Background: an optimization exercise with open tools, aiming at small area, a short achievable clock period and few clock cycles per item. Do not read the settings as production practice. Function was checked by simulation only, so behaviour that the tests miss may differ from the original. Power and IR drop assume default switching activity.

$ cat design/flow/design.v
module fa_cell (
    input  logic a,
    input  logic b,
    input  logic ci,
    output logic s,
    output logic co
);
    assign s  = a ^ b ^ ci;
    assign co = (a & b) | (a & ci) | (b & ci);
endmodule
module assignment (
    input logic clk,
    input logic NRST,
    input logic start,
    input logic [10:0] A,
    input logic [10:0] B,
    output logic [20:0] result,
    output logic ready
);
    logic        busy;
    logic        accept;
    logic [10:0] a_value;
    logic [9:0]  b_mod;
    logic [9:0]  b_mod_next;
    logic [20:0] row0, row1;
    logic pp_0_0;
    logic pp_0_1;
    logic pp_0_2;
    logic pp_0_3;
    logic pp_0_4;
    logic pp_0_5;
    logic pp_0_6;
    logic pp_0_7;
    logic pp_0_8;
    logic pp_0_9;
    logic pp_1_0;
    logic pp_1_1;
    logic pp_1_2;
    logic pp_1_3;
    logic pp_1_4;
    logic pp_1_5;
    logic pp_1_6;
    logic pp_1_7;
    logic pp_1_8;
    logic pp_1_9;
    logic pp_2_0;
    logic pp_2_1;
    logic pp_2_2;
    logic pp_2_3;
    logic pp_2_4;
    logic pp_2_5;
    logic pp_2_6;
    logic pp_2_7;
    logic pp_2_8;
    logic pp_2_9;
    logic pp_3_0;
    logic pp_3_1;
    logic pp_3_2;
    logic pp_3_3;
    logic pp_3_4;
    logic pp_3_5;
    logic pp_3_6;
    logic pp_3_7;
    logic pp_3_8;
    logic pp_3_9;
    logic pp_4_0;
    logic pp_4_1;
    logic pp_4_2;
    logic pp_4_3;
    logic pp_4_4;
    logic pp_4_5;
    logic pp_4_6;
    logic pp_4_7;
    logic pp_4_8;
    logic pp_4_9;
    logic pp_5_0;
    logic pp_5_1;
    logic pp_5_2;
    logic pp_5_3;
    logic pp_5_4;
    logic pp_5_5;
    logic pp_5_6;
    logic pp_5_7;
    logic pp_5_8;
    logic pp_5_9;
    logic pp_6_0;
    logic pp_6_1;
    logic pp_6_2;
    logic pp_6_3;
    logic pp_6_4;
    logic pp_6_5;
    logic pp_6_6;
    logic pp_6_7;
    logic pp_6_8;
    logic pp_6_9;
    logic pp_7_0;
    logic pp_7_1;
    logic pp_7_2;
    logic pp_7_3;
    logic pp_7_4;
    logic pp_7_5;
    logic pp_7_6;
    logic pp_7_7;
    logic pp_7_8;
    logic pp_7_9;
    logic pp_8_0;
    logic pp_8_1;
    logic pp_8_2;
    logic pp_8_3;
    logic pp_8_4;
    logic pp_8_5;
    logic pp_8_6;
    logic pp_8_7;
    logic pp_8_8;
    logic pp_8_9;
    logic pp_9_0;
    logic pp_9_1;
    logic pp_9_2;
    logic pp_9_3;
    logic pp_9_4;
    logic pp_9_5;
    logic pp_9_6;
    logic pp_9_7;
    logic pp_9_8;
    logic pp_9_9;
    logic pp_10_0;
    logic pp_10_1;
    logic pp_10_2;
    logic pp_10_3;
    logic pp_10_4;
    logic pp_10_5;
    logic pp_10_6;
    logic pp_10_7;
    logic pp_10_8;
    logic pp_10_9;
    logic s1;
    logic c2;
    logic s3;
    logic c4;
    logic s5;
    logic c6;
    logic s7;
    logic c8;
    logic s9;
    logic c10;
    logic s11;
    logic c12;
    logic s13;
    logic c14;
    logic s15;
    logic c16;
    logic s17;
    logic c18;
    logic s19;
    logic c20;
    logic s21;
    logic c22;
    logic s23;
    logic c24;
    logic s25;
    logic c26;
    logic s27;
    logic c28;
    logic s29;
    logic c30;
    logic s31;
    logic c32;
    logic s33;
    logic c34;
    logic s35;
    logic c36;
    logic s37;
    logic c38;
    logic s39;
    logic c40;
    logic s41;
    logic c42;
    logic s43;
    logic c44;
    logic s45;
    logic c46;
    logic s47;
    logic c48;
    logic s49;
    logic c50;
    logic s51;
    logic c52;
    logic s53;
    logic c54;
    logic s55;
    logic c56;
    logic s57;
    logic c58;
    logic s59;
    logic c60;
    logic s61;
    logic c62;
    logic s63;
    logic c64;
    logic s65;
    logic c66;
    logic s67;
    logic c68;
    logic s69;
    logic c70;
    logic s71;
    logic c72;
    logic s73;
    logic c74;
    logic s75;
    logic c76;
    logic s77;
    logic c78;
    logic s79;
    logic c80;
    logic s81;
    logic c82;
    logic s83;
    logic c84;
    logic s85;
    logic c86;
    logic s87;
    logic c88;
    logic s89;
    logic c90;
    logic s91;
    logic c92;
    logic s93;
    logic c94;
    logic s95;
    logic c96;
    logic s97;
    logic c98;
    logic s99;
    logic c100;
    logic s101;
    logic c102;
    logic s103;
    logic c104;
    logic s105;
    logic c106;
    logic s107;
    logic c108;
    logic s109;
    logic c110;
    logic s111;
    logic c112;
    logic s113;
    logic c114;
    logic s115;
    logic c116;
    logic s117;
    logic c118;
    logic s119;
    logic c120;
    logic s121;
    logic c122;
    logic s123;
    logic c124;
    logic s125;
    logic c126;
    logic s127;
    logic c128;
    logic s129;
    logic c130;
    logic s131;
    logic c132;
    logic s133;
    logic c134;
    logic s135;
    logic c136;
    logic s137;
    logic c138;
    logic s139;
    logic c140;
    logic s141;
    logic c142;
    logic s143;
    logic c144;
    logic s145;
    logic c146;
    logic s147;
    logic c148;
    logic s149;
    logic c150;
    logic s151;
    logic c152;
    logic s153;
    logic c154;
    logic s155;
    logic c156;
    logic s157;
    logic c158;
    logic s159;
    logic c160;
    assign accept = start & ~busy;
    logic       b_ge_1000, b_ge_2000;
    logic [6:0] b_add;
    assign b_ge_1000 = B >= 11'd1000;
    assign b_ge_2000 = B >= 11'd2000;
    assign b_add = b_ge_2000 ? 7'd6 : (b_ge_1000 ? 7'd3 : 7'd0);
    assign b_mod_next = {7'(B[9:3] + b_add), B[2:0]};
    always_ff @(posedge clk) begin
        if (accept) begin
            a_value <= A;
            b_mod   <= b_mod_next;
        end
    end
    assign pp_0_0 = ~(a_value[0] & b_mod[0]);
    assign pp_0_1 = ~(a_value[0] & b_mod[1]);
    assign pp_0_2 = ~(a_value[0] & b_mod[2]);
    assign pp_0_3 = ~(a_value[0] & b_mod[3]);
    assign pp_0_4 = ~(a_value[0] & b_mod[4]);
    assign pp_0_5 = ~(a_value[0] & b_mod[5]);
    assign pp_0_6 = ~(a_value[0] & b_mod[6]);
    assign pp_0_7 = ~(a_value[0] & b_mod[7]);
    assign pp_0_8 = ~(a_value[0] & b_mod[8]);
    assign pp_0_9 = ~(a_value[0] & b_mod[9]);
    assign pp_1_0 = ~(a_value[1] & b_mod[0]);
    assign pp_1_1 = ~(a_value[1] & b_mod[1]);
    assign pp_1_2 = ~(a_value[1] & b_mod[2]);
    assign pp_1_3 = ~(a_value[1] & b_mod[3]);
    assign pp_1_4 = ~(a_value[1] & b_mod[4]);
    assign pp_1_5 = ~(a_value[1] & b_mod[5]);
    assign pp_1_6 = ~(a_value[1] & b_mod[6]);
    assign pp_1_7 = ~(a_value[1] & b_mod[7]);
    assign pp_1_8 = ~(a_value[1] & b_mod[8]);
    assign pp_1_9 = ~(a_value[1] & b_mod[9]);
    assign pp_2_0 = ~(a_value[2] & b_mod[0]);
    assign pp_2_1 = ~(a_value[2] & b_mod[1]);
    assign pp_2_2 = ~(a_value[2] & b_mod[2]);
    assign pp_2_3 = ~(a_value[2] & b_mod[3]);
    assign pp_2_4 = ~(a_value[2] & b_mod[4]);
    assign pp_2_5 = ~(a_value[2] & b_mod[5]);
    assign pp_2_6 = ~(a_value[2] & b_mod[6]);
    assign pp_2_7 = ~(a_value[2] & b_mod[7]);
    assign pp_2_8 = ~(a_value[2] & b_mod[8]);
    assign pp_2_9 = ~(a_value[2] & b_mod[9]);
    assign pp_3_0 = ~(a_value[3] & b_mod[0]);
    assign pp_3_1 = ~(a_value[3] & b_mod[1]);
    assign pp_3_2 = ~(a_value[3] & b_mod[2]);
    assign pp_3_3 = ~(a_value[3] & b_mod[3]);
    assign pp_3_4 = ~(a_value[3] & b_mod[4]);
    assign pp_3_5 = ~(a_value[3] & b_mod[5]);
    assign pp_3_6 = ~(a_value[3] & b_mod[6]);
    assign pp_3_7 = ~(a_value[3] & b_mod[7]);
    assign pp_3_8 = ~(a_value[3] & b_mod[8]);
    assign pp_3_9 = ~(a_value[3] & b_mod[9]);
    assign pp_4_0 = ~(a_value[4] & b_mod[0]);
    assign pp_4_1 = ~(a_value[4] & b_mod[1]);
    assign pp_4_2 = ~(a_value[4] & b_mod[2]);
    assign pp_4_3 = ~(a_value[4] & b_mod[3]);
    assign pp_4_4 = ~(a_value[4] & b_mod[4]);
    assign pp_4_5 = ~(a_value[4] & b_mod[5]);
    assign pp_4_6 = ~(a_value[4] & b_mod[6]);
    assign pp_4_7 = ~(a_value[4] & b_mod[7]);
    assign pp_4_8 = ~(a_value[4] & b_mod[8]);
    assign pp_4_9 = ~(a_value[4] & b_mod[9]);
    assign pp_5_0 = ~(a_value[5] & b_mod[0]);
    assign pp_5_1 = ~(a_value[5] & b_mod[1]);
    assign pp_5_2 = ~(a_value[5] & b_mod[2]);
    assign pp_5_3 = ~(a_value[5] & b_mod[3]);
    assign pp_5_4 = ~(a_value[5] & b_mod[4]);
    assign pp_5_5 = ~(a_value[5] & b_mod[5]);
    assign pp_5_6 = ~(a_value[5] & b_mod[6]);
    assign pp_5_7 = ~(a_value[5] & b_mod[7]);
    assign pp_5_8 = ~(a_value[5] & b_mod[8]);
    assign pp_5_9 = ~(a_value[5] & b_mod[9]);
    assign pp_6_0 = ~(a_value[6] & b_mod[0]);
    assign pp_6_1 = ~(a_value[6] & b_mod[1]);
    assign pp_6_2 = ~(a_value[6] & b_mod[2]);
    assign pp_6_3 = ~(a_value[6] & b_mod[3]);
    assign pp_6_4 = ~(a_value[6] & b_mod[4]);
    assign pp_6_5 = ~(a_value[6] & b_mod[5]);
    assign pp_6_6 = ~(a_value[6] & b_mod[6]);
    assign pp_6_7 = ~(a_value[6] & b_mod[7]);
    assign pp_6_8 = ~(a_value[6] & b_mod[8]);
    assign pp_6_9 = ~(a_value[6] & b_mod[9]);
    assign pp_7_0 = ~(a_value[7] & b_mod[0]);
    assign pp_7_1 = ~(a_value[7] & b_mod[1]);
    assign pp_7_2 = ~(a_value[7] & b_mod[2]);
    assign pp_7_3 = ~(a_value[7] & b_mod[3]);
    assign pp_7_4 = ~(a_value[7] & b_mod[4]);
    assign pp_7_5 = ~(a_value[7] & b_mod[5]);
    assign pp_7_6 = ~(a_value[7] & b_mod[6]);
    assign pp_7_7 = ~(a_value[7] & b_mod[7]);
    assign pp_7_8 = ~(a_value[7] & b_mod[8]);
    assign pp_7_9 = ~(a_value[7] & b_mod[9]);
    assign pp_8_0 = ~(a_value[8] & b_mod[0]);
    assign pp_8_1 = ~(a_value[8] & b_mod[1]);
    assign pp_8_2 = ~(a_value[8] & b_mod[2]);
    assign pp_8_3 = ~(a_value[8] & b_mod[3]);
    assign pp_8_4 = ~(a_value[8] & b_mod[4]);
    assign pp_8_5 = ~(a_value[8] & b_mod[5]);
    assign pp_8_6 = ~(a_value[8] & b_mod[6]);
    assign pp_8_7 = ~(a_value[8] & b_mod[7]);
    assign pp_8_8 = ~(a_value[8] & b_mod[8]);
    assign pp_8_9 = ~(a_value[8] & b_mod[9]);
    assign pp_9_0 = ~(a_value[9] & b_mod[0]);
    assign pp_9_1 = ~(a_value[9] & b_mod[1]);
    assign pp_9_2 = ~(a_value[9] & b_mod[2]);
    assign pp_9_3 = ~(a_value[9] & b_mod[3]);
    assign pp_9_4 = ~(a_value[9] & b_mod[4]);
    assign pp_9_5 = ~(a_value[9] & b_mod[5]);
    assign pp_9_6 = ~(a_value[9] & b_mod[6]);
    assign pp_9_7 = ~(a_value[9] & b_mod[7]);
    assign pp_9_8 = ~(a_value[9] & b_mod[8]);
    assign pp_9_9 = ~(a_value[9] & b_mod[9]);
    assign pp_10_0 = ~(a_value[10] & b_mod[0]);
    assign pp_10_1 = ~(a_value[10] & b_mod[1]);
    assign pp_10_2 = ~(a_value[10] & b_mod[2]);
    assign pp_10_3 = ~(a_value[10] & b_mod[3]);
    assign pp_10_4 = ~(a_value[10] & b_mod[4]);
    assign pp_10_5 = ~(a_value[10] & b_mod[5]);
    assign pp_10_6 = ~(a_value[10] & b_mod[6]);
    assign pp_10_7 = ~(a_value[10] & b_mod[7]);
    assign pp_10_8 = ~(a_value[10] & b_mod[8]);
    assign pp_10_9 = ~(a_value[10] & b_mod[9]);
    fa_cell u_ha1 (.a(pp_0_9), .b(pp_1_8), .ci(1'b1), .s(s1), .co(c2));
    fa_cell u_fa1 (.a(pp_10_0), .b(pp_1_9), .ci(pp_2_8), .s(s3), .co(c4));
    fa_cell u_ha2 (.a(pp_10_1), .b(pp_2_9), .ci(1'b1), .s(s5), .co(c6));
    fa_cell u_ha3 (.a(pp_0_6), .b(pp_1_5), .ci(1'b1), .s(s7), .co(c8));
    fa_cell u_fa2 (.a(pp_0_7), .b(pp_1_6), .ci(pp_2_5), .s(s9), .co(c10));
    fa_cell u_ha4 (.a(pp_3_4), .b(pp_4_3), .ci(1'b1), .s(s11), .co(c12));
    fa_cell u_fa3 (.a(pp_0_8), .b(pp_1_7), .ci(pp_2_6), .s(s13), .co(c14));
    fa_cell u_fa4 (.a(pp_3_5), .b(pp_4_4), .ci(pp_5_3), .s(s15), .co(c16));
    fa_cell u_ha5 (.a(pp_6_2), .b(pp_7_1), .ci(1'b1), .s(s17), .co(c18));
    fa_cell u_fa5 (.a(pp_2_7), .b(pp_3_6), .ci(pp_4_5), .s(s19), .co(c20));
    fa_cell u_fa6 (.a(pp_5_4), .b(pp_6_3), .ci(pp_7_2), .s(s21), .co(c22));
    fa_cell u_fa7 (.a(pp_8_1), .b(pp_9_0), .ci(s1), .s(s23), .co(c24));
    fa_cell u_fa8 (.a(pp_3_7), .b(pp_4_6), .ci(pp_5_5), .s(s25), .co(c26));
    fa_cell u_fa9 (.a(pp_6_4), .b(pp_7_3), .ci(pp_8_2), .s(s27), .co(c28));
    fa_cell u_fa10 (.a(pp_9_1), .b(c2), .ci(s3), .s(s29), .co(c30));
    fa_cell u_fa11 (.a(pp_3_8), .b(pp_4_7), .ci(pp_5_6), .s(s31), .co(c32));
    fa_cell u_fa12 (.a(pp_6_5), .b(pp_7_4), .ci(pp_8_3), .s(s33), .co(c34));
    fa_cell u_fa13 (.a(pp_9_2), .b(s5), .ci(c4), .s(s35), .co(c36));
    fa_cell u_fa14 (.a(pp_10_2), .b(pp_3_9), .ci(pp_4_8), .s(s37), .co(c38));
    fa_cell u_fa15 (.a(pp_5_7), .b(pp_6_6), .ci(pp_7_5), .s(s39), .co(c40));
    fa_cell u_fa16 (.a(pp_8_4), .b(pp_9_3), .ci(c6), .s(s41), .co(c42));
    fa_cell u_fa17 (.a(pp_10_3), .b(pp_4_9), .ci(pp_5_8), .s(s43), .co(c44));
    fa_cell u_fa18 (.a(pp_6_7), .b(pp_7_6), .ci(pp_8_5), .s(s45), .co(c46));
    fa_cell u_fa19 (.a(pp_10_4), .b(pp_5_9), .ci(pp_6_8), .s(s47), .co(c48));
    fa_cell u_ha6 (.a(pp_0_4), .b(pp_1_3), .ci(1'b1), .s(s49), .co(c50));
    fa_cell u_fa20 (.a(pp_0_5), .b(pp_1_4), .ci(pp_2_3), .s(s51), .co(c52));
    fa_cell u_ha7 (.a(pp_3_2), .b(pp_4_1), .ci(1'b1), .s(s53), .co(c54));
    fa_cell u_fa21 (.a(pp_2_4), .b(pp_3_3), .ci(pp_4_2), .s(s55), .co(c56));
    fa_cell u_fa22 (.a(pp_5_1), .b(pp_6_0), .ci(s7), .s(s57), .co(c58));
    fa_cell u_fa23 (.a(pp_5_2), .b(pp_6_1), .ci(pp_7_0), .s(s59), .co(c60));
    fa_cell u_fa24 (.a(c8), .b(s11), .ci(s9), .s(s61), .co(c62));
    fa_cell u_fa25 (.a(pp_8_0), .b(c12), .ci(s17), .s(s63), .co(c64));
    fa_cell u_fa26 (.a(c10), .b(s13), .ci(s15), .s(s65), .co(c66));
    fa_cell u_fa27 (.a(c18), .b(c14), .ci(c16), .s(s67), .co(c68));
    fa_cell u_fa28 (.a(s19), .b(s21), .ci(s23), .s(s69), .co(c70));
    fa_cell u_fa29 (.a(c20), .b(c22), .ci(s25), .s(s71), .co(c72));
    fa_cell u_fa30 (.a(s27), .b(c24), .ci(s29), .s(s73), .co(c74));
    fa_cell u_fa31 (.a(c26), .b(c28), .ci(s31), .s(s75), .co(c76));
    fa_cell u_fa32 (.a(s33), .b(c30), .ci(s35), .s(s77), .co(c78));
    fa_cell u_fa33 (.a(c32), .b(c34), .ci(s37), .s(s79), .co(c80));
    fa_cell u_fa34 (.a(s39), .b(s41), .ci(c36), .s(s81), .co(c82));
    fa_cell u_fa35 (.a(pp_9_4), .b(c38), .ci(c40), .s(s83), .co(c84));
    fa_cell u_fa36 (.a(s43), .b(s45), .ci(c42), .s(s85), .co(c86));
    fa_cell u_fa37 (.a(pp_7_7), .b(pp_8_6), .ci(pp_9_5), .s(s87), .co(c88));
    fa_cell u_fa38 (.a(c44), .b(c46), .ci(s47), .s(s89), .co(c90));
    fa_cell u_fa39 (.a(pp_10_5), .b(pp_6_9), .ci(pp_7_8), .s(s91), .co(c92));
    fa_cell u_fa40 (.a(pp_8_7), .b(pp_9_6), .ci(c48), .s(s93), .co(c94));
    fa_cell u_fa41 (.a(pp_10_6), .b(pp_7_9), .ci(pp_8_8), .s(s95), .co(c96));
    fa_cell u_ha8 (.a(pp_0_3), .b(pp_1_2), .ci(1'b1), .s(s97), .co(c98));
    fa_cell u_fa42 (.a(pp_2_2), .b(pp_3_1), .ci(pp_4_0), .s(s99), .co(c100));
    fa_cell u_fa43 (.a(pp_5_0), .b(c50), .ci(s53), .s(s101), .co(c102));
    fa_cell u_fa44 (.a(c54), .b(c52), .ci(s55), .s(s103), .co(c104));
    fa_cell u_fa45 (.a(c56), .b(s59), .ci(c58), .s(s105), .co(c106));
    fa_cell u_fa46 (.a(c60), .b(s63), .ci(c62), .s(s107), .co(c108));
    fa_cell u_fa47 (.a(c64), .b(c66), .ci(s67), .s(s109), .co(c110));
    fa_cell u_fa48 (.a(c68), .b(s71), .ci(c70), .s(s111), .co(c112));
    fa_cell u_fa49 (.a(c72), .b(s75), .ci(s77), .s(s113), .co(c114));
    fa_cell u_fa50 (.a(c76), .b(s79), .ci(c78), .s(s115), .co(c116));
    fa_cell u_fa51 (.a(c80), .b(s83), .ci(s85), .s(s117), .co(c118));
    fa_cell u_fa52 (.a(s87), .b(c84), .ci(s89), .s(s119), .co(c120));
    fa_cell u_fa53 (.a(c88), .b(s91), .ci(c90), .s(s121), .co(c122));
    fa_cell u_fa54 (.a(pp_9_7), .b(c92), .ci(s95), .s(s123), .co(c124));
    fa_cell u_fa55 (.a(pp_10_7), .b(pp_8_9), .ci(pp_9_8), .s(s125), .co(c126));
    fa_cell u_ha9 (.a(pp_0_2), .b(pp_1_1), .ci(1'b1), .s(s127), .co(c128));
    fa_cell u_fa56 (.a(pp_2_1), .b(pp_3_0), .ci(s97), .s(s129), .co(c130));
    fa_cell u_fa57 (.a(c98), .b(s49), .ci(s99), .s(s131), .co(c132));
    fa_cell u_fa58 (.a(c100), .b(s51), .ci(s101), .s(s133), .co(c134));
    fa_cell u_fa59 (.a(c102), .b(s57), .ci(s103), .s(s135), .co(c136));
    fa_cell u_fa60 (.a(c104), .b(s61), .ci(s105), .s(s137), .co(c138));
    fa_cell u_fa61 (.a(s65), .b(c106), .ci(s107), .s(s139), .co(c140));
    fa_cell u_fa62 (.a(s69), .b(c108), .ci(s109), .s(s141), .co(c142));
    fa_cell u_fa63 (.a(c110), .b(s73), .ci(s111), .s(s143), .co(c144));
    fa_cell u_fa64 (.a(c74), .b(c112), .ci(s113), .s(s145), .co(c146));
    fa_cell u_fa65 (.a(s81), .b(s115), .ci(c114), .s(s147), .co(c148));
    fa_cell u_fa66 (.a(c82), .b(s117), .ci(c116), .s(s149), .co(c150));
    fa_cell u_fa67 (.a(c86), .b(s119), .ci(c118), .s(s151), .co(c152));
    fa_cell u_fa68 (.a(s93), .b(s121), .ci(c120), .s(s153), .co(c154));
    fa_cell u_fa69 (.a(c94), .b(s123), .ci(c122), .s(s155), .co(c156));
    fa_cell u_fa70 (.a(c96), .b(s125), .ci(c124), .s(s157), .co(c158));
    fa_cell u_fa71 (.a(pp_10_8), .b(pp_9_9), .ci(c126), .s(s159), .co(c160));
    assign row0 = {1'b1, pp_10_9, s159, s157, s155, s153, s151, c148, c146, c144, c142, c140, c138, c136, c134, c132, c130, c128, pp_2_0, pp_0_1, pp_0_0};
    assign row1 = {1'b1, c160, c158, c156, c154, c152, c150, s149, s147, s145, s143, s141, s139, s137, s135, s133, s131, s129, s127, pp_1_0, 1'b1};
    logic [8:0] blk0;
    assign blk0 = ~({1'b0, row0[7:0]} + {1'b0, row1[7:0]} + 9'd1);
    logic [5:0] blk1;
    assign blk1 = ~({1'b0, row0[12:8]} + {1'b0, row1[12:8]} + 6'd1);
    logic [4:0] blk2;
    assign blk2 = ~({1'b0, row0[16:13]} + {1'b0, row1[16:13]} + 5'd1);
    logic [4:0] blk3;
    assign blk3 = ~({1'b0, row0[20:17]} + {1'b0, row1[20:17]} + 5'd1);
    logic [20:0] sum_q;
    logic [2:0] gen_q;
    logic [2:1] prop_q;
    always_ff @(posedge clk) begin
        sum_q[7:0] <= blk0[7:0];
        gen_q[0] <= blk0[8];
        sum_q[12:8] <= blk1[4:0];
        gen_q[1] <= blk1[5];
        prop_q[1] <= &(row0[12:8] ^ row1[12:8]);
        sum_q[16:13] <= blk2[3:0];
        gen_q[2] <= blk2[4];
        prop_q[2] <= &(row0[16:13] ^ row1[16:13]);
        sum_q[20:17] <= blk3[3:0];
    end
    logic [3:1] cin;
    assign cin[1] = gen_q[0];
    assign cin[2] = gen_q[1] | (prop_q[1] & cin[1]);
    assign cin[3] = gen_q[2] | (prop_q[2] & cin[2]);
    assign result[7:0] = sum_q[7:0];
    assign result[12:8] = sum_q[12:8] + 5'(cin[1]);
    assign result[16:13] = sum_q[16:13] + 4'(cin[2]);
    assign result[20:17] = sum_q[20:17] + 4'(cin[3]);
    always_ff @(posedge clk or negedge NRST) begin
        if (!NRST) begin
            busy  <= 1'b0;
            ready <= 1'b0;
        end else begin
            busy  <= accept;
            ready <= busy | (ready & ~start);
        end
    end
endmodule
$ cat design/flow/flow/run.sh
#!/bin/bash
# The standard layout (the standard.sh: ORFS synthesis to final layout),
# with smaller port buffers and no clock-tree dummy loads.
set -euo pipefail
export BUFFER_PORTS_ARGS="-buffer_cell ${PORT_BUF:-sky130_fd_sc_hd__buf_1}"
export CTS_ARGS="-sink_clustering_enable -repair_clock_nets -dont_use_dummy_load"
bash standard.sh > standard.log 2>&1
$ cat design/flow/standard.sh
#!/bin/bash
# synth_recipe.tcl (not shown) runs the flow's synth.tcl, then flattens the netlist and writes it again
# the make line also repeats each setting of config.mk as NAME=value (left out here)
make -C /OpenROAD-flow-scripts/flow DESIGN_CONFIG=/design/flow/config.mk WORK_HOME=/design/flow/orfs CLKGATE_MAP_FILE= SYNTH_SCRIPT=/design/flow/synth_recipe.tcl "${@:-finish}"
$ cat design/flow/config.mk
export PLATFORM = sky130hd
export DESIGN_NAME = assignment
export DESIGN_NICKNAME = assignment
export VERILOG_FILES = /design/flow/design.v
export SDC_FILE = /design/flow/constraint.sdc
export NUM_CORES = 4
export LEC_CHECK = 0
export CAP_MARGIN = 20
export CORE_MARGIN = 2
export CORE_UTILIZATION = 40
export SLEW_MARGIN = 20
export SYNTH_HIERARCHICAL = 1
export SYNTH_MINIMUM_KEEP_SIZE = 0
$ cat design/flow/constraint.sdc
create_clock -name core_clock -period 12.5 [get_ports {clk}]
set_input_delay 2.5000 -clock core_clock [delete_from_list [all_inputs] [get_ports {clk}]]
set_output_delay 2.5000 -clock core_clock [all_outputs]
set_load 0.01 [all_outputs]
==> flow_metrics.tcl, run 1 <==
set metrics [dict create \
    cp-start-kind "flop" \
    avgSynthCellArea_um2 11.0 \
    power.internal_uw 524 \
    relSlewSlack 0.652 \
    grt_pass1_vias 3180 \
    fmax_mhz 237 \
    powerDensity_nw_per_um2 194 \
    fin_ws_ns 8.28 \
    critPathCaptureType "output pin" \
    numCtsBuffers 5 \
    synth_top_family_by_area "adder cells" \
    ant_nets 0 \
    drt_iter0_drc 114 \
    finalNonFillerCells 571 \
    netlist_instances 400 \
    io_buffers 46 \
    grt_pass1_wl_mm 14.4 \
    yosysMostFrequentCell "nand2_1" \
    switchingPower_uw 395 \
    routed_wl_mm 8.33 \
    synth_xor_area_frac 0.0437 \
    globalRouteOverflowTotal 0 \
    postLayoutCellArea_um2 4730 \
    synth_edf_count 21 \
    pwr-share-clk 0.094 \
    arrival_ns 1.72 \
    maxSlewViolCount 0 \
    path_cells "a21o_1 > a21o_1 > ha_1 > ha_1 > xor2_1 > buf_1" \
    cts_resized 0 \
    switching_share 0.429 \
    cts_max_level 2 \
    vias_per_cell 5.01 \
    synth-compound-area-share 0.0511 \
    yosysTopAreaCell "fa_1" \
    peakVddDrop_uv 106 \
    final.fill_count 1062 \
    antenna_found_initial 0 \
    crit_slowest_cell "dfxtp_1" \
    ys_top_cells_by_count "nand2_1 (113), fa_1 (85), ha_1 (28)" \
    synthSimpleGateAreaFrac 0.120 \
    synth_top_area_frac 0.386 \
    rows 38 \
    worstPathRequired_ns 10.00 \
    ctsHoldBuffers 0 \
    wl_per_cell_um 14.6 \
    boundaryPins 47 \
    status "finished clean" \
    p_leak_uw 0.00184 \
    yosys-top-cells-area "fa_1 (39%), edfxtp_1 (14%), dfxtp_1 (12%), nand2_1 (9.6%), ha_1 (7.9%)" \
    clk_transition_reported_paths_ns 0.10 \
    placed_area_um2 4660 \
    pwr-share-comb 0.635 \
    finalHoldViolCount 0 \
    synth.distinct_cells 29 \
    min_period_over_period 0.338 \
    root_buffer "clkbuf_8" \
    worstPathMaxFanout 2 \
    die-area_um2 11900 \
    area_growth_pct 7.15 \
    grt_use_total 0.158 \
    multi_input_area_um2 3030 \
    cts.sinks 49 \
    path_class "flop to output pin" \
    tritoncts "done" \
    finalPower_uw 919 \
    period_minus_slack_ns 4.22 \
    fp.dieW_um 109 \
    yosys_warnings 7 \
    tightest_slew_ns 0.522 \
    dpl.hpwl_mm 6.54 \
    regArea_um2 1200 \
    setup_tns_ns 0 \
    clock_latency_ns 0.31 \
    hold_class "flop to flop" \
    cts_setup_buffers 0 \
    gp_congestion 0.815 \
    ys_async_sr_fraction 0.0408 \
    diodes 0 \
    rsz0062_at_grt "false" \
    muxShareOfSynthArea 0 \
    num_vias 2862 \
    setup_viol 0 \
    cts_buffer_depth 2 \
    r2r_cells 10 \
    syn_area_um2 4410 \
    holdPathStages 1 \
    drive_gt1_frac 0.0186 \
    fp.dieH_um 109 \
    clock_skew_ns 0.0329 \
    place_ws_ns 8.06 \
    grt_max_degree 23 \
    placedCellCount 566 \
    drc 0 \
    p_seq_frac 0.271 \
    nets 571 \
    start_util 0.409 \
    synthFlopType "dfxtp_1" \
    synth_seq_area_share 0.272 \
    synthAdderAreaFrac 0.465 \
    maxCapViolations 0 \
    cp_slowest_stage_delay_ns 0.32 \
    dr.pass1.iters 4 \
    core_area_um2 10800 \
    synth-seq-cells 49 \
]
[state kept, by name, indices dropped and copies added, names as in the netlist]
name / count
ready: 1
sum_q: 21
a_value: 11
busy: 1
gen_q: 3
prop_q: 2
b_mod: 10
[power groups by stage]
| stage | combinational [uW] | clock, uW | sequential, uW |
|---|---|---|---|
| after CTS | 599 | 90.2 | 250 |
| after floorplan | 484 | 0 | 236 |
| final | 583 | 86.3 | 249 |
| after global routing | 685 | 95.4 | 255 |
| after detailed placement | 596 | 0 | 254 |
| after global placement | 581 | 0 | 252 |
[per-module statistics from Yosys (local to each module, per instance)]
| module | cells inside | copies in the design | area, um^2 |
|---|---|---|---|
| assignment | 320 | 1 | 2810 |
| fa_cell | 1 | 80 | 20.0 |
[kinds of logic after synthesis]
| group | count (synthesis) |
|---|---|
| other cells | 1 |
| fa+ha+maj | 113 |
| buf+inv | 47 |
| simple gates | 133 |
| flops | 49 |
| xor+xnor | 22 |
| compound gates | 35 |
[path summary, 6_finish.rpt]
check / endpoint / startpoint / slack [ns]
worst max-delay path: result[19] / gen_q[0] / 8.28
worst min-delay path: ready / busy / 0.46
worst max register to register: sum_q[12] / b_mod[9] / 8.40
worst min register to register: ready / busy / 0.46
max in group asynchronous: ready / NRST / 10.43
min in group asynchronous: busy / NRST / 1.95
[critical path: cells and delay by family (launching register included)]
family	cells	cell delay (ns)
AO/OA/AOI/OAI	2	0.42
XOR/XNOR	1	0.15
adder cells (fa/ha/maj)	2	0.39
buffers and inverters	1	0.17
flip-flops	1	0.32
[layer usage]
metal  track usage  up-vias  part of all wire
met2         0.283       84              0.52
met4        0.0531        0             0.021
met5             0        -                 0
met1         0.190     1452              0.42
met3        0.0281       20             0.043
li1              -     1306                 -
[through the flow]
stage,util,hold slack [ns]
2_1_floorplan,-,0.429
3_3_place_gp,0.431,0.435
3_5_place_dp,0.431,0.442
4_1_cts,0.438,0.467
5_1_grt,0.438,0.486
6_report,0.438,0.461
[layout by cell type, fill, tap and decap left out, types with 2 or more instances in the layout]
| cell type | n |
|---|---|
| nor2_1 | 6 |
| fa_1 | 85 |
| xor2_1 | 12 |
| edfxtp_1 | 21 |
| nor2b_1 | 2 |
| o21ai_0 | 7 |
| buf_1 | 46 |
| o21bai_1 | 3 |
| nand2_1 | 113 |
| dfxtp_1 | 26 |
| clkbuf_8 | 5 |
| conb_1 | 9 |
| a21oi_1 | 9 |
| a21o_1 | 11 |
| ha_1 | 28 |
| and2_1 | 3 |
| dfrtp_1 | 2 |
| xnor2_1 | 10 |
| nand3_1 | 5 |
| inv_1 | 18 |
[final cells by class]
class | instances | area share
Clock buffer | 5 | 0.0146
Inverter | 18 | 0.0143
Multi-Input combinational cell | 312 | 0.642
Sequential cell | 49 | 0.254
Tap cell | 140 | 0.0371
Timing Repair Buffer | 47 | 0.0381
Testbench counts, summed over its fixed seeds: cycles 3,200, items 1,600.
==> run 2, diff against run 1 <==
==> design/flow/flow/run.sh (replaced) <==
#!/bin/bash
# The standard layout (the standard.sh: ORFS synthesis to final layout),
# with smaller port buffers and no clock-tree dummy loads.
set -euo pipefail
export BUFFER_PORTS_ARGS="-buffer_cell ${PORT_BUF:-sky130_fd_sc_hd__buf_1}"
export CTS_ARGS="-sink_clustering_enable -repair_clock_nets -dont_use_dummy_load -buf_list sky130_fd_sc_hd__clkbuf_8"
export SETUP_SLACK_MARGIN=8.5
bash standard.sh > standard.log 2>&1
==> run 2 against run 1 <==
  * Worst setup slack improved by 0.12 ns
  * Utilization is 3.2 points higher
  * Clock skew up 0.00052 ns
  * Register-to-register slack improved by 0.21 ns
  * Sequential cell count did not move
  * Clock power hardly changed
  * Final area up 7.3%
  * Wire length up 1.4%
  * Synthesized cell count unchanged
  * Synthesized area is the same
  * Worst hold slack improved by 0.017 ns
  * Critical endpoint unchanged
==> flow_metrics.tcl, run 2 <==
set metrics [dict create \
    status "finished clean" \
    yosysTopAreaCell "fa_1" \
    wl_per_cell_um 14.0 \
    ctsHoldBuffers 0 \
    synth_edf_count 21 \
    gp_congestion 0.804 \
    setup_tns_ns 0 \
    critPathCaptureType "output pin" \
    place_ws_ns 8.10 \
    cts_max_level 2 \
    yosysMostFrequentCell "nand2_1" \
    min_period_over_period 0.329 \
    fp.dieW_um 109 \
    vias_per_cell 4.93 \
    drt_iter0_drc 119 \
    boundaryPins 47 \
    ys_top_cells_by_count "nand2_1 (113), fa_1 (85), ha_1 (28)" \
    io_buffers 46 \
    start_util 0.409 \
    fp.dieH_um 109 \
    synth-seq-cells 49 \
    drc 0 \
    cts_buffer_depth 2 \
    maxCapViolations 0 \
    synth_top_area_frac 0.386 \
    powerDensity_nw_per_um2 190 \
    dr.pass1.iters 4 \
    syn_area_um2 4410 \
    fin_ws_ns 8.39 \
    r2r_cells 12 \
    hold_path.startpoint "busy" \
    maxSlewViolCount 0 \
    cp_slowest_stage_delay_ns 0.33 \
    drive_gt1_frac 0.134 \
    die-area_um2 11900 \
    largest_reg_flops 21 \
    synthFlopType "dfxtp_1" \
    diodes 0 \
    numCtsBuffers 5 \
    globalRouteOverflowTotal 0 \
    fmax_mhz 244 \
    area_growth_pct 15.0 \
    rsz0062_at_grt "true" \
    grt_pass1_wl_mm 14.5 \
    netlist_instances 400 \
    grt_use_total 0.158 \
    cts.sinks 49 \
    postLayoutCellArea_um2 5070 \
    setup_viol 0 \
    holdPathStages 1 \
    p_leak_uw 0.00203 \
    r2r_end "sum_q[12]" \
    num_vias 2975 \
    dpl.hpwl_mm 6.32 \
    mostFrequentLayoutCell "nand2_1" \
    path_class "flop to output pin" \
    crit_slowest_cell "dfxtp_2" \
    hold_class "flop to flop" \
    clk_transition_reported_paths_ns 0.10 \
    peakVddDrop_uv 106 \
    placed_area_um2 4670 \
    final_cell_mix "nand2_1 (112), fa_1 (84), buf_1 (34)" \
    path_cells "a21o_1 > a21o_1 > ha_4 > ha_4 > xor2_1 > buf_2" \
    cp-start-kind "flop" \
    yosys_warnings 7 \
    ys_async_sr_fraction 0.0408 \
    ant_nets 0 \
    grt_pass1_vias 3146 \
    reg2reg_setup_slack_ns 8.61 \
    tritoncts "done" \
    avgSynthCellArea_um2 11.0 \
    worstPathRequired_ns 10.00 \
    worstPathMaxFanout 2 \
    core_area_um2 10800 \
    arrival_ns 1.61 \
    synth.distinct_cells 29 \
    routed_wl_mm 8.44 \
    clock_skew_ns 0.0334 \
    nets 603 \
    period_minus_slack_ns 4.11 \
    rows 38 \
    r2r-start "a_value[6]" \
    whs_endpoint "ready" \
    finalHoldViolCount 0 \
    reg_top3 "sum_q x21, a_value x11, b_mod x10" \
    root_buffer "clkbuf_8" \
    antenna_found_initial 0 \
    yosys-top-cells-area "fa_1 (39%), edfxtp_1 (14%), dfxtp_1 (12%), nand2_1 (9.6%), ha_1 (7.9%)" \
    grt_max_degree 23 \
    clock_latency_ns 0.32 \
    synth_seq_area_share 0.272 \
    regMostFlops "sum_q" \
]
## run 2: worst max-delay path by stage
stage	start	cells after the start	end	slack, ns
3_5_place_dp	B[4]	9	b_mod[9]	8.10
6_report	gen_q[0]	6	result[19]	8.39
2_1_floorplan	B[3]	9	b_mod[9]	8.41
4_1_cts	gen_q[0]	6	result[19]	8.40
5_1_grt	gen_q[0]	6	result[19]	8.34
3_3_place_gp	B[6]	9	b_mod[9]	8.18
## run 2: critical path: cells and delay by family, from the launching register on
kind,cells,cell delay [ns]
DFF,1,0.33
buffers and inverters,1,0.15
adders and majority gates,2,0.32
xor gates and xnor gates,1,0.14
AOI/OAI and AO/OA,2,0.38
## run 2: power by group
| group | switching, uW | internal (uW) | leakage, uW |
|---|---|---|---|
| clock network | 50.2 | 36.2 | 0.0000359 |
| logic | 328 | 299 | 0.00155 |
| registers | 26.6 | 221 | 0.000443 |
## run 2: per-module statistics from Yosys, one instance, submodules excluded
module,cell area (um^2),copies in the design,cells inside
assignment,2810,1,320
fa_cell,20.0,80,1
## run 2: cell families (layout without fill, tap and decap cells)
logic type	Yosys count	count (layout)	synth area share
buffers and inverters	47	102	0.0468
AO/OA/AOI/OAI	35	35	0.0511
AND/OR/NAND/NOR	133	133	0.120
adder cells (fa/ha/maj)	113	113	0.465
other	1	9	0.000850
flip-flops	49	49	0.272
XOR/XNOR	22	22	0.0437
## run 2: per-layer routing
layer | GRT usage | vias up | wire (um) | share of wire
met4 | 0.0421 | 0 | 174 | 0.021
met2 | 0.283 | 94 | 4330 | 0.51
li1 | - | 1372 | - | -
met1 | 0.196 | 1489 | 3510 | 0.42
met3 | 0.0275 | 20 | 423 | 0.050
met5 | 0 | - | 0 | 0
## run 2: what timing repair did
| item | CTS | global route |
|---|---|---|
| setup buffers | 11 | 21 |
| setup endpoints to repair | 10 | 15 |
| gates resized for setup | 17 | 9 |
| pin swaps | 4 | 3 |
## run 2: area by class of cell
type / count / area, um^2
fillers: 1027 / 5720
clock buffers: 5 / 68.8
inverters: 18 / 67.6
repair buffers: 79 / 458
flip-flops and latches: 49 / 1200
multi-input cells: 312 / 3100
well taps: 140 / 175
## run 2: per-stage QoR
step / util / power (uW) / hold slack [ns] / std cells
3_5_place_dp: 0.433 / 848 / 0.467 / 566
6_report: 0.470 / 961 / 0.479 / 603
2_1_floorplan: - / 721 / 0.429 / 408
3_3_place_gp: 0.433 / 834 / 0.435 / 566
4_1_cts: 0.452 / 963 / 0.493 / 582
5_1_grt: 0.470 / 1090 / 0.505 / 603
==> run 3, diff against run 2 <==
--- a/design/flow/flow/run.sh
+++ b/design/flow/flow/run.sh
@@ -4,5 +4,4 @@
 set -euo pipefail
 export BUFFER_PORTS_ARGS="-buffer_cell ${PORT_BUF:-sky130_fd_sc_hd__buf_1}"
 export CTS_ARGS="-sink_clustering_enable -repair_clock_nets -dont_use_dummy_load -buf_list sky130_fd_sc_hd__clkbuf_8"
-export SETUP_SLACK_MARGIN=8.5
 bash standard.sh > standard.log 2>&1
--- a/design/flow/config.mk
+++ b/design/flow/config.mk
@@ -7,7 +7,7 @@
 export LEC_CHECK = 0
 export CAP_MARGIN = 20
 export CORE_MARGIN = 2
-export CORE_UTILIZATION = 40
+export CORE_UTILIZATION = 85
 export SLEW_MARGIN = 20
 export SYNTH_HIERARCHICAL = 1
 export SYNTH_MINIMUM_KEEP_SIZE = 0
==> run 3 against run 2 <==
  * Still clean
  * Sequential power is 2% higher
  * Sequential cell count did not move
  * Register-to-register slack got worse by 0.31 ns
  * Synthesized area stayed put
  * Utilization is 45 points higher
  * Critical path depth unchanged
  * Worst hold slack gained 0.0059 ns
  * Final area down 8.5%
  * Combinational power decreased by 1%
  * Via count is 3.7% higher
  * Largest power group unchanged
  * Highest routed layer unchanged
==> flow_metrics.tcl, run 3 <==
set metrics [dict create \
    regMostFlops "sum_q" \
    dpl.hpwl_mm 7.37 \
    reg_top3 "sum_q x21, a_value x11, b_mod x10" \
    core_area_um2 5040 \
    regArea_um2 1200 \
    netlist_instances 400 \
    synth_seq_area_share 0.272 \
    path_class "flop to output pin" \
    numCtsBuffers 5 \
    multi_input_area_um2 3030 \
    cts_resized 0 \
    clk_transition_reported_paths_ns 0.11 \
    finalHoldViolCount 0 \
    grt_use_met3 0.0640 \
    grt_max_degree 23 \
    wl_per_cell_um 18.7 \
    synth_edf_count 21 \
    final.fill_count 178 \
    gp_congestion 0.877 \
    vias_per_cell 6.16 \
    routed_wl_mm 9.39 \
    maxCapViolations 0 \
    final_core_util 0.920 \
    top_usage_layer "met2" \
    fmax_mhz 232 \
    drt_iter0_drc 394 \
    peakVddDrop_uv 167 \
    synth-seq-cells 49 \
    status "finished clean" \
    largest_reg_flops 21 \
    fp.dieW_um 76.0 \
    p_seq_frac 0.263 \
    yosysMostFrequentCell "nand2_1" \
    syn_area_um2 4410 \
    antenna_found_initial 0 \
    rsz0062_at_grt "false" \
    cp-start-kind "flop" \
    globalRouteOverflowTotal 0 \
    arrival_ns 1.80 \
    worst-path-buf-inv 1 \
    synth.distinct_cells 29 \
    grt_pass1_vias 3468 \
    dr.pass1.iters 5 \
    nets 571 \
    root_buffer "clkbuf_8" \
    switchingPower_uw 423 \
    cts_buffer_depth 2 \
    fp.dieH_um 76.0 \
    yosys_warnings 7 \
    clock_skew_ns 0.0366 \
    worstPathRequired_ns 10.00 \
    pwr-share-comb 0.649 \
    period_minus_slack_ns 4.30 \
    path_cells "a21o_1 > a21o_1 > ha_1 > ha_1 > xor2_1 > buf_1" \
    ctsHoldBuffers 0 \
    reg2reg_setup_slack_ns 8.30 \
    num_vias 3085 \
    cts_setup_buffers 0 \
    clock_latency_ns 0.32 \
    pwr-share-clk 0.088 \
    diodes 0 \
    rows 26 \
    tritoncts "done" \
    synth_top_area_frac 0.386 \
    powerDensity_nw_per_um2 206 \
    setup_viol 0 \
    ant_nets 0 \
    setup_tns_ns 0 \
    power.internal_uw 531 \
    final_cell_mix "nand2_1 (113), fa_1 (85), buf_1 (46)" \
    critPathCaptureType "output pin" \
    holdWs_ns 0.485 \
    crit_family "compound AO/OA/AOI/OAI gates" \
    crit_slowest_cell "dfxtp_1" \
    start_util 0.875 \
    io_buffers 46 \
    cts.sinks 49 \
    p_leak_uw 0.00184 \
    cp_slowest_stage_delay_ns 0.32 \
    switching_share 0.444 \
    finalPower_uw 955 \
    avgSynthCellArea_um2 11.0 \
    maxSlewViolCount 0 \
    grtUsageMet1 0.412 \
    grtUsageMet2 0.652 \
    cts_max_level 2 \
    ys_top_cells_by_count "nand2_1 (113), fa_1 (85), ha_1 (28)" \
    hold_class "flop to flop" \
    die-area_um2 5780 \
    drive_gt1_frac 0.0186 \
    synthFlopType "dfxtp_1" \
    grt_pass1_wl_mm 15.7 \
    ys_async_sr_fraction 0.0408 \
    grt_use_total 0.361 \
    drc 0 \
    min_period_over_period 0.344 \
    area_growth_pct 5.16 \
    mostFrequentLayoutCell "nand2_1" \
    worstPathMaxFanout 2 \
    yosys-top-cells-area "fa_1 (39%), edfxtp_1 (14%), dfxtp_1 (12%), nand2_1 (9.6%), ha_1 (7.9%)" \
    boundaryPins 47 \
    yosysTopAreaCell "fa_1" \
]
[run 3: cell counts after synthesis]
Identical to the previous run, type by type.
[run 3: layout make-up]
cell class | instances | area share
Clock buffer | 5 | 0.0148
Inverter | 18 | 0.0146
Multi-Input combinational cell | 312 | 0.654
Sequential cell | 49 | 0.259
Tap cell | 70 | 0.0189
Timing Repair Buffer | 47 | 0.0388
[run 3: metrics by stage]
step | std cells | instance area (um^2) | setup WS [ns]
2_1_floorplan | 408 | 4440 | 8.36
3_3_place_gp | 496 | 4570 | 8.18
3_5_place_dp | 496 | 4570 | 7.97
4_1_cts | 501 | 4640 | 8.21
5_1_grt | 501 | 4640 | 8.10
6_report | 501 | 4640 | 8.20
[run 3: cell families (layout without fill, tap and decap cells)]
kind of cell | after synthesis | in the layout | synth area share
adder cells (fa/ha/maj) | 113 | 113 | 0.465
XOR/XNOR | 22 | 22 | 0.0437
AND/OR/NAND/NOR | 133 | 133 | 0.120
flip-flops | 49 | 49 | 0.272
other | 1 | 9 | 0.000850
AO/OA/AOI/OAI | 35 | 35 | 0.0511
buffers and inverters | 47 | 70 | 0.0468
[run 3: power groups by stage]
stage               clock network, uW  logic, uW  registers [uW]
finish                           84.1        620             251
CTS                              85.0        618             250
floorplan                           0        484             236
detailed placement                  0        614             253
global placement                    0        561             250
global route                     90.5        700             255
[run 3: modules after synthesis (local to each module, per instance)]
module	flip-flops and latches	copies in the design	area (um^2)	cells
assignment	49	1	2810	320
fa_cell	0	80	20.0	1
[run 3: final timing paths]
| path | from | endpoint | cells past startpoint |
|---|---|---|---|
| setup / recovery | gen_q[0] | result[19] | 6 |
| hold / removal | busy | ready | 1 |
| setup reg to reg | b_mod[9] | sum_q[12] | 10 |
| hold reg to reg | busy | ready | 1 |
| max in group asynchronous | NRST | busy | 1 |
| min in group asynchronous | NRST | ready | 1 |
[run 3: metal layers]
metal / vias up / routed length (um)
met4: 0 / 379
met3: 44 / 649
met1: 1549 / 3140
met2: 188 / 5220
met5: - / 0
li1: 1304 / -
==> run 4, diff against run 3 <==
--- a/design/flow/config.mk
+++ b/design/flow/config.mk
@@ -7,7 +7,7 @@
 export LEC_CHECK = 0
 export CAP_MARGIN = 20
 export CORE_MARGIN = 2
-export CORE_UTILIZATION = 85
+export CORE_UTILIZATION = 65
 export SLEW_MARGIN = 20
 export SYNTH_HIERARCHICAL = 1
 export SYNTH_MINIMUM_KEEP_SIZE = 0
==> run 4 against run 3 <==
  * Power fell by 4.4%
  * Via count fell by 8.3%
  * Still clean
  * Critical path type unchanged
  * Fmax rose by 2.4%
  * Synthesized area did not move
  * Clock-buffer cell count did not move
==> flow_metrics.tcl, run 4 <==
set metrics [dict create \
    status "finished clean" \
    reg_top3 "sum_q x21, a_value x11, b_mod x10" \
    syn_area_um2 4410 \
    maxCapViolations 0 \
    min_period_over_period 0.336 \
    worstPathMaxFanout 2 \
    grt_max_degree 23 \
    drt_iter0_drc 135 \
    vias_per_cell 5.54 \
    finalPower_uw 912 \
    critPathCaptureType "output pin" \
    cts_max_level 2 \
    r2r_end "gen_q[2]" \
    tritoncts "done" \
    cts_resized 0 \
    arrival_ns 1.70 \
    synth_seq_area_share 0.272 \
    r2r_cells 12 \
    avgSynthCellArea_um2 11.0 \
    ys_async_sr_fraction 0.0408 \
    regArea_um2 1200 \
    setup_tns_ns 0 \
    area_growth_pct 5.45 \
    peakVddDrop_uv 120 \
    multi_input_area_um2 3030 \
    synth_top_area_frac 0.386 \
    io_buffers 46 \
    grt_use_total 0.237 \
    diodes 0 \
    cts.sinks 49 \
    setup_viol 0 \
    fp.dieH_um 86.4 \
    yosysMostFrequentCell "nand2_1" \
    ys_top_cells_by_count "nand2_1 (113), fa_1 (85), ha_1 (28)" \
    synth_edf_count 21 \
    clk_transition_reported_paths_ns 0.10 \
    num_vias 2830 \
    clock_skew_ns 0.0351 \
    ant_nets 0 \
    final.fill_count 552 \
    reg2reg_setup_slack_ns 8.39 \
    hold_path.startpoint "busy" \
    finalNonFillerCells 511 \
    holdPathStages 1 \
    worstPathRequired_ns 10.00 \
    yosys_warnings 7 \
    antenna_found_initial 0 \
    drc 0 \
    numCtsBuffers 5 \
    powerDensity_nw_per_um2 196 \
    period_minus_slack_ns 4.20 \
    yosysTopAreaCell "fa_1" \
    rsz0062_at_grt "false" \
    gp_congestion 0.865 \
    p_leak_uw 0.00184 \
    mostFrequentLayoutCell "nand2_1" \
    synthFlopType "dfxtp_1" \
    nets 571 \
    crit_slowest_cell "dfxtp_1" \
    synth.distinct_cells 29 \
    dr.pass1.iters 4 \
    ctsHoldBuffers 0 \
    fmax_mhz 238 \
    drive_gt1_frac 0.0186 \
    synth-seq-cells 49 \
    final_core_util 0.696 \
    maxSlewViolCount 0 \
    routed_wl_mm 7.74 \
    cp_slowest_stage_delay_ns 0.33 \
    final_cell_mix "nand2_1 (113), fa_1 (85), buf_1 (46)" \
    largest_reg_flops 21 \
    path_class "flop to output pin" \
    fp.dieW_um 86.4 \
    globalRouteOverflowTotal 0 \
    hold_class "flop to flop" \
    root_buffer "clkbuf_8" \
    wl_per_cell_um 15.1 \
    path_cells "a21o_1 > a21o_1 > ha_1 > ha_1 > xor2_1 > buf_1" \
    cts_buffer_depth 2 \
    placedCellCount 506 \
    cts_setup_buffers 0 \
    finalHoldViolCount 0 \
    yosys-top-cells-area "fa_1 (39%), edfxtp_1 (14%), dfxtp_1 (12%), nand2_1 (9.6%), ha_1 (7.9%)" \
    boundaryPins 47 \
    grt_pass1_vias 3129 \
    r2r-start "b_mod[1]" \
    regMostFlops "sum_q" \
    grt_pass1_wl_mm 13.7 \
    start_util 0.660 \
    core_area_um2 6680 \
    cp-start-kind "flop" \
    rows 30 \
    clock_latency_ns 0.31 \
    dpl.hpwl_mm 6.22 \
    whs_endpoint "ready" \
    die-area_um2 7460 \
    netlist_instances 400 \
]
run 4: worst max-delay path by stage:
stage,start,to,depth (start not counted)
global route,gen_q[0],result[19],6
floorplan,B[3],b_mod[9],9
detailed placement,B[7],b_mod[9],9
finish,gen_q[0],result[19],6
CTS,gen_q[0],result[19],6
global placement,B[6],b_mod[9],9
run 4: power by group:
part	internal (uW)	switching (uW)	leakage [uW]
registers	220	28.6	0.000442
logic	269	311	0.00136
clock network	36.2	47.3	0.0000359
total	525	387	0.00184
run 4: logic make-up (layout without fill, tap and decap cells):
family                     after synthesis  after routing  share of synthesized area
AOI/OAI and AO/OA                       35             35                     0.0511
adders and majority gates              113            113                      0.465
xor gates and xnor gates                22             22                     0.0437
buffers and inverters                   47             70                     0.0468
other                                    1              9                   0.000850
DFF                                     49             49                      0.272
and+or+nand+nor                        133            133                      0.120
run 4: routing by layer:
layer  up-vias  GRT usage  part of all wire
met5         -          0                 0
met2        81      0.427              0.53
met1      1436      0.301              0.41
met3         9     0.0343             0.046
li1       1304          -                 -
met4         0     0.0625             0.014
run 4: area by class of cell:
| type | instances | area share |
|---|---|---|
| tap | 80 | 0.0215 |
| inverter | 18 | 0.0145 |
| clock buffer | 5 | 0.0148 |
| sequential | 49 | 0.258 |
| timing repair buffer | 47 | 0.0387 |
| multi-input combinational | 312 | 0.652 |
run 4: Yosys stat by module, one instance, submodules excluded:
module | copies in the design | flip-flops and latches | cell area (um^2)
assignment | 1 | 49 | 2810
fa_cell | 80 | 0 | 20.0
run 4: critical path, delay by kind of cell (launching register included):
kind | cells | cell delay, ns
DFF | 1 | 0.33
AOI/OAI and AO/OA | 2 | 0.41
adders and majority gates | 2 | 0.38
xor gates and xnor gates | 1 | 0.14
buffers and inverters | 1 | 0.16
run 4: through the flow:
step	setup WS [ns]	cell area, um^2	hold WS [ns]
CTS	8.27	4650	0.466
detailed placement	8.10	4580	0.443
floorplan	8.36	4440	0.429
finish	8.30	4650	0.464
global placement	8.17	4580	0.437
global route	8.21	4650	0.488
==> run 5, diff against run 4 <==
--- a/design/flow/config.mk
+++ b/design/flow/config.mk
@@ -8,6 +8,7 @@
 export CAP_MARGIN = 20
 export CORE_MARGIN = 2
 export CORE_UTILIZATION = 65
+export PLACE_DENSITY = 0.75
 export SLEW_MARGIN = 20
 export SYNTH_HIERARCHICAL = 1
 export SYNTH_MINIMUM_KEEP_SIZE = 0
==> run 5 against run 4 <==
  * Worst hold slack better by 0.010 ns
  * Register-to-register slack better by 0.06 ns
  * Clock-buffer cell count stayed put
  * Synthesized area unchanged
  * First-iteration DRC count rose by 67%
  * Synthesized cell count is the same
  * Sequential share of layout area unchanged
  * Clock power up 1%
  * Utilization unchanged
  * Power increased by 1.1%
  * Critical path type unchanged
  * Critical endpoint unchanged
==> flow_metrics.tcl, run 5 <==
set metrics [dict create \
    critPathCaptureType "output pin" \
    synthSimpleGateAreaFrac 0.120 \
    rsz0062_at_grt "false" \
    period_minus_slack_ns 4.20 \
    setup_viol 0 \
    fin_ws_ns 8.30 \
    muxShareOfSynthArea 0 \
    syn_area_um2 4410 \
    place_ws_ns 8.06 \
    clock_latency_ns 0.31 \
    fp.dieH_um 86.4 \
    synth_xor_area_frac 0.0437 \
    cts_buffer_depth 2 \
    yosys_warnings 7 \
    start_util 0.660 \
    worst-path-buf-inv 1 \
    drc 0 \
    hold_class "flop to flop" \
    setup_tns_ns 0 \
    yosysMostFrequentCell "nand2_1" \
    pwr-share-comb 0.639 \
    avgSynthCellArea_um2 11.0 \
    yosysTopAreaCell "fa_1" \
    regMostFlops "sum_q" \
    drt_iter0_drc 225 \
    clock_skew_ns 0.0311 \
    num_vias 2899 \
    switchingPower_uw 396 \
    crit_slowest_cell "dfxtp_1" \
    root_buffer "clkbuf_8" \
    grt_pass1_vias 3253 \
    netlist_instances 400 \
    largest_reg_flops 21 \
    synth-compound-area-share 0.0511 \
    cts.sinks 49 \
    final_cell_mix "nand2_1 (113), fa_1 (85), buf_1 (46)" \
    fmax_mhz 238 \
    synth_seq_area_share 0.272 \
    fp.dieW_um 86.4 \
    ant_nets 0 \
    drive_gt1_frac 0.0186 \
    numCtsBuffers 5 \
    io_buffers 46 \
    rows 30 \
    ys_async_sr_fraction 0.0408 \
    grt_max_degree 23 \
    reg_top3 "sum_q x21, a_value x11, b_mod x10" \
    final.fill_count 508 \
    finalPower_uw 923 \
    synthAdderAreaFrac 0.465 \
    die-area_um2 7460 \
    yosys-top-cells-area "fa_1 (39%), edfxtp_1 (14%), dfxtp_1 (12%), nand2_1 (9.6%), ha_1 (7.9%)" \
    path_cells "a21o_1 > a21o_1 > ha_1 > ha_1 > xor2_1 > buf_1" \
    tritoncts "done" \
    synth_edf_count 21 \
    worstPathRequired_ns 10.00 \
    min_period_over_period 0.336 \
    peakVddDrop_uv 112 \
    nets 571 \
    maxCapViolations 0 \
    antenna_found_initial 0 \
    clk_transition_reported_paths_ns 0.10 \
    cts_setup_buffers 0 \
    area_growth_pct 5.45 \
    vias_per_cell 5.67 \
    wl_per_cell_um 15.7 \
    gp_congestion 0.819 \
    ctsHoldBuffers 0 \
    synth_top_area_frac 0.386 \
    routed_wl_mm 8.04 \
    status "finished clean" \
    ys_top_cells_by_count "nand2_1 (113), fa_1 (85), ha_1 (28)" \
    grt_use_total 0.245 \
    synthFlopType "dfxtp_1" \
    finalHoldViolCount 0 \
    pwr-share-clk 0.092 \
    maxSlewViolCount 0 \
    power.internal_uw 527 \
    holdWs_ns 0.475 \
    cp_slowest_stage_delay_ns 0.32 \
    core_area_um2 6680 \
    mostFrequentLayoutCell "nand2_1" \
    synth-seq-cells 49 \
    finalNonFillerCells 511 \
    grt_pass1_wl_mm 14.0 \
    dpl.hpwl_mm 6.37 \
    worstPathMaxFanout 2 \
    boundaryPins 47 \
    cts_resized 0 \
    cp-start-kind "flop" \
    placedCellCount 506 \
    globalRouteOverflowTotal 0 \
    synth_top_family_by_area "adder cells" \
    arrival_ns 1.70 \
    dr.pass1.iters 4 \
    cts_max_level 2 \
    p_leak_uw 0.00184 \
    p_seq_frac 0.269 \
    switching_share 0.429 \
    synth.distinct_cells 29 \
    powerDensity_nw_per_um2 198 \
    diodes 0 \
    crit_family "compound AO/OA/AOI/OAI gates" \
    path_class "flop to output pin" \
]
[run 5: cell counts in the layout (fill, tap and decap cells not counted)]
Identical to the previous run, type by type.
[run 5: power groups by stage]
stage | sequential, uW | clock [uW] | combinational (uW)
finish | 249 | 84.7 | 589
CTS | 249 | 88.9 | 598
global placement | 251 | 0 | 569
detailed placement | 252 | 0 | 596
floorplan | 236 | 0 | 484
global route | 254 | 92.9 | 691
[run 5: kinds of logic (layout without fill, tap and decap cells)]
logic type | Yosys count | count (layout)
AND/OR/NAND/NOR | 133 | 133
adder cells (fa/ha/maj) | 113 | 113
flip-flops | 49 | 49
buffers and inverters | 47 | 70
AO/OA/AOI/OAI | 35 | 35
XOR/XNOR | 22 | 22
other | 1 | 9
[run 5: final cells by class]
cell class	instances	area, um^2	area share
inverters	18	67.6	0.0145
clock buffers	5	68.8	0.0148
repair buffers	47	180	0.0387
flip-flops and latches	49	1200	0.258
multi-input cells	312	3030	0.652
well taps	80	100	0.0215
[run 5: path summary, 6_finish.rpt]
path,from,to,slack [ns],depth (start not counted)
min in group asynchronous,NRST,busy,1.96,1
max in group asynchronous,NRST,ready,10.40,1
hold / removal,busy,ready,0.47,1
setup reg to reg,b_mod[9],sum_q[12],8.45,10
hold reg to reg,busy,ready,0.47,1
setup / recovery,gen_q[0],result[19],8.30,6
[run 5: per-stage QoR]
step | instance area [um^2] | utilization
after floorplan | 4440 | -
after global placement | 4580 | 0.686
after detailed placement | 4580 | 0.686
after CTS | 4650 | 0.696
after global routing | 4650 | 0.696
final | 4650 | 0.696
[run 5: per-layer routing]
metal	vias up	GRT usage	part of all wire
met1	1471	0.298	0.39
met2	107	0.434	0.52
met4	0	0.102	0.025
li1	1304	-	-
met3	17	0.0390	0.059
met5	-	0	0
[run 5: per-module statistics from Yosys, one instance, submodules excluded]
module      flops+latches  cell area, um^2  copies in the design  cells inside
assignment             49             2810                     1           320
fa_cell                 0             20.0                    80             1
==> run 6, diff against run 5 <==
==> design/flow/flow/run.sh (replaced) <==
#!/bin/bash
# The standard layout (the standard.sh: ORFS synthesis to final layout),
# with smaller port buffers and no clock-tree dummy loads.
set -euo pipefail
export BUFFER_PORTS_ARGS="-buffer_cell ${PORT_BUF:-sky130_fd_sc_hd__buf_1}"
export CTS_ARGS="-sink_clustering_enable -repair_clock_nets -dont_use_dummy_load -buf_list sky130_fd_sc_hd__clkbuf_8 -sink_clustering_size 30 -sink_clustering_max_diameter 100"
bash standard.sh > standard.log 2>&1
--- a/design/flow/config.mk
+++ b/design/flow/config.mk
@@ -8,7 +8,6 @@
 export CAP_MARGIN = 20
 export CORE_MARGIN = 2
 export CORE_UTILIZATION = 65
-export PLACE_DENSITY = 0.75
 export SLEW_MARGIN = 20
 export SYNTH_HIERARCHICAL = 1
 export SYNTH_MINIMUM_KEEP_SIZE = 0
==> run 6 against run 5 <==
  * Largest power group unchanged
  * Die area unchanged
  * First-iteration DRC count down 40%
  * Via count down 2.4%
  * Still clean on timing, DRC and antenna
  * Global-route usage down 0.76 points
  * Fmax about the same
  * Register-to-register slack worse by 0.06 ns
  * Highest routed layer unchanged
==> flow_metrics.tcl, run 6 <==
set metrics [dict create \
    status "finished clean" \
    routed_wl_mm 7.74 \
    boundaryPins 47 \
    dr.pass1.iters 4 \
    fp.dieH_um 86.4 \
    finalHoldViolCount 0 \
    synth_edf_count 21 \
    holdPathStages 1 \
    rsz0062_at_grt "false" \
    grt_pass1_wl_mm 13.7 \
    netlist_instances 400 \
    nets 571 \
    crit_end "result[19]" \
    path_class "flop to output pin" \
    min_period_over_period 0.336 \
    cp-start-kind "flop" \
    fmax_mhz 238 \
    core_area_um2 6680 \
    gp_congestion 0.865 \
    dpl.hpwl_mm 6.22 \
    vias_per_cell 5.54 \
    fp.dieW_um 86.4 \
    peakVddDrop_uv 120 \
    postLayoutCellArea_um2 4650 \
    clock_skew_ns 0.0351 \
    maxCapViolations 0 \
    regMostFlops "sum_q" \
    synth_top_area_frac 0.386 \
    clk_transition_reported_paths_ns 0.10 \
    tritoncts "done" \
    globalRouteOverflowTotal 0 \
    grt_pass1_vias 3129 \
    arrival_ns 1.70 \
    cts.sinks 49 \
    syn_area_um2 4410 \
    maxSlewViolCount 0 \
    drt_iter0_drc 135 \
    placedCellCount 506 \
    antenna_found_initial 0 \
    reg2reg_setup_slack_ns 8.39 \
    hold_class "flop to flop" \
    avgSynthCellArea_um2 11.0 \
    cts_max_level 2 \
    critPathCaptureType "output pin" \
    numCtsBuffers 5 \
    yosys-top-cells-area "fa_1 (39%), edfxtp_1 (14%), dfxtp_1 (12%), nand2_1 (9.6%), ha_1 (7.9%)" \
    holdWs_ns 0.464 \
    ys_top_cells_by_count "nand2_1 (113), fa_1 (85), ha_1 (28)" \
    worstPathMaxFanout 2 \
    num_vias 2830 \
    wl_per_cell_um 15.1 \
    setup_viol 0 \
    ys_async_sr_fraction 0.0408 \
    worstPathRequired_ns 10.00 \
    rows 30 \
    p_leak_uw 0.00184 \
    ant_nets 0 \
    final_cell_mix "nand2_1 (113), fa_1 (85), buf_1 (46)" \
    largest_reg_flops 21 \
    period_minus_slack_ns 4.20 \
    cts_setup_buffers 0 \
    grt_max_degree 23 \
    grt_use_total 0.237 \
    clock_latency_ns 0.31 \
    drc 0 \
    yosysTopAreaCell "fa_1" \
    synth_seq_area_share 0.272 \
    r2r_end "gen_q[2]" \
    cts_resized 0 \
    finalNonFillerCells 511 \
    yosys_warnings 7 \
    diodes 0 \
    r2r-start "b_mod[1]" \
    yosysMostFrequentCell "nand2_1" \
    drive_gt1_frac 0.0186 \
    finalPower_uw 912 \
    die-area_um2 7460 \
    mostFrequentLayoutCell "nand2_1" \
    powerDensity_nw_per_um2 196 \
    io_buffers 46 \
    synth-seq-cells 49 \
    reg_top3 "sum_q x21, a_value x11, b_mod x10" \
    r2r_cells 12 \
    synth.distinct_cells 29 \
    start_util 0.660 \
    placed_area_um2 4580 \
    cts_buffer_depth 2 \
    root_buffer "clkbuf_8" \
    area_growth_pct 5.45 \
    setup_tns_ns 0 \
    ctsHoldBuffers 0 \
    synthFlopType "dfxtp_1" \
    cp-startpoint "gen_q[0]" \
]
## run 6: cell counts in the layout (fill, tap and decap cells not counted)
No cell type changed its count.
## run 6: area by class of cell
class / count / area, um^2
Fill cell: 552 / 2030
Tap cell: 80 / 100
Inverter: 18 / 67.6
Clock buffer: 5 / 68.8
Multi-Input combinational cell: 312 / 3030
Timing Repair Buffer: 47 / 180
Sequential cell: 49 / 1200
## run 6: modules after synthesis, one instance, submodules excluded
module      cell area (um^2)  cells inside  flops+latches
fa_cell                 20.0             1              0
assignment              2810           320             49
## run 6: where the power goes
part	switching, uW	total (uW)	internal [uW]	leakage [uW]
clock	47.3	83.5	36.2	0.0000359
sequential	28.6	249	220	0.000442
combinational	311	580	269	0.00136
total	387	912	525	0.00184
## run 6: worst max-delay path, cell delays in order, from the launching register on
cell     delay [ns]
dfxtp_1        0.33
a21o_1         0.22
a21o_1         0.19
ha_1           0.19
ha_1           0.19
xor2_1         0.14
buf_1          0.16
## run 6: routing by layer
metal  GRT usage  part of all wire
met5           0                 0
met4      0.0625             0.014
met3      0.0343             0.046
met2       0.427              0.53
met1       0.301              0.41
## run 6: worst min path at each step
| stage | from | end | slack, ns |
|---|---|---|---|
| floorplan | busy | ready | 0.43 |
| global placement | busy | ready | 0.44 |
| detailed placement | busy | ready | 0.44 |
| CTS | busy | ready | 0.47 |
| global route | busy | ready | 0.49 |
| finish | busy | ready | 0.46 |
## run 6: cells by family (layout without fill, tap and decap cells)
logic type | Yosys count | count (layout) | share of synthesized area
simple gates | 133 | 133 | 0.120
fa+ha+maj | 113 | 113 | 0.465
flops | 49 | 49 | 0.272
buf+inv | 47 | 70 | 0.0468
compound gates | 35 | 35 | 0.0511
xor+xnor | 22 | 22 | 0.0437
other cells | 1 | 9 | 0.000850
## run 6: through the flow
stage / worst slack (ns) / utilization
CTS: 8.27 / 0.696
finish: 8.30 / 0.696
global route: 8.21 / 0.696
detailed placement: 8.10 / 0.686
floorplan: 8.36 / -
global placement: 8.17 / 0.686

==> re-timing with driven ports <==
In the flow no input, the clock included, has a driving cell. The finished layouts below were timed again as built, in two steps. Step 1 (the two cells are an assumption about what drives the block):
set clk [get_ports {clk}]
set_driving_cell -lib_cell sky130_fd_sc_hd__clkbuf_16 $clk
set_driving_cell -lib_cell sky130_fd_sc_hd__buf_2 [delete_from_list [all_inputs] $clk]
Step 2 moves the port delays by t, midway between the first and last clock arrival at a register: inputs arrive t later, outputs are due t later. That takes back most of the time a late clock gives input paths. Three values: ideal ports, drivers, drivers and shift; two values: the first two.
run	t, ns	setup WS [ns]	worst slew at a driven data input, ns
run 1	0.328	8.275 / 8.243 / 8.109	0.04
run 2	0.332	8.393 / 8.362 / 8.202	0.04
run 3	0.330	8.196 / 8.164 / 7.952	0.04
run 4	0.323	8.295 / 8.267 / 8.129	0.04
run 5	0.324	8.297 / 8.263 / 8.103	0.04
run 6	0.323	8.295 / 8.267 / 8.129	0.04
After both steps setup and hold are still met in every run listed. For run 3, which loses most, drivers alone change the setup slack by -0.032 ns; drivers and shift together by -0.244 ns.
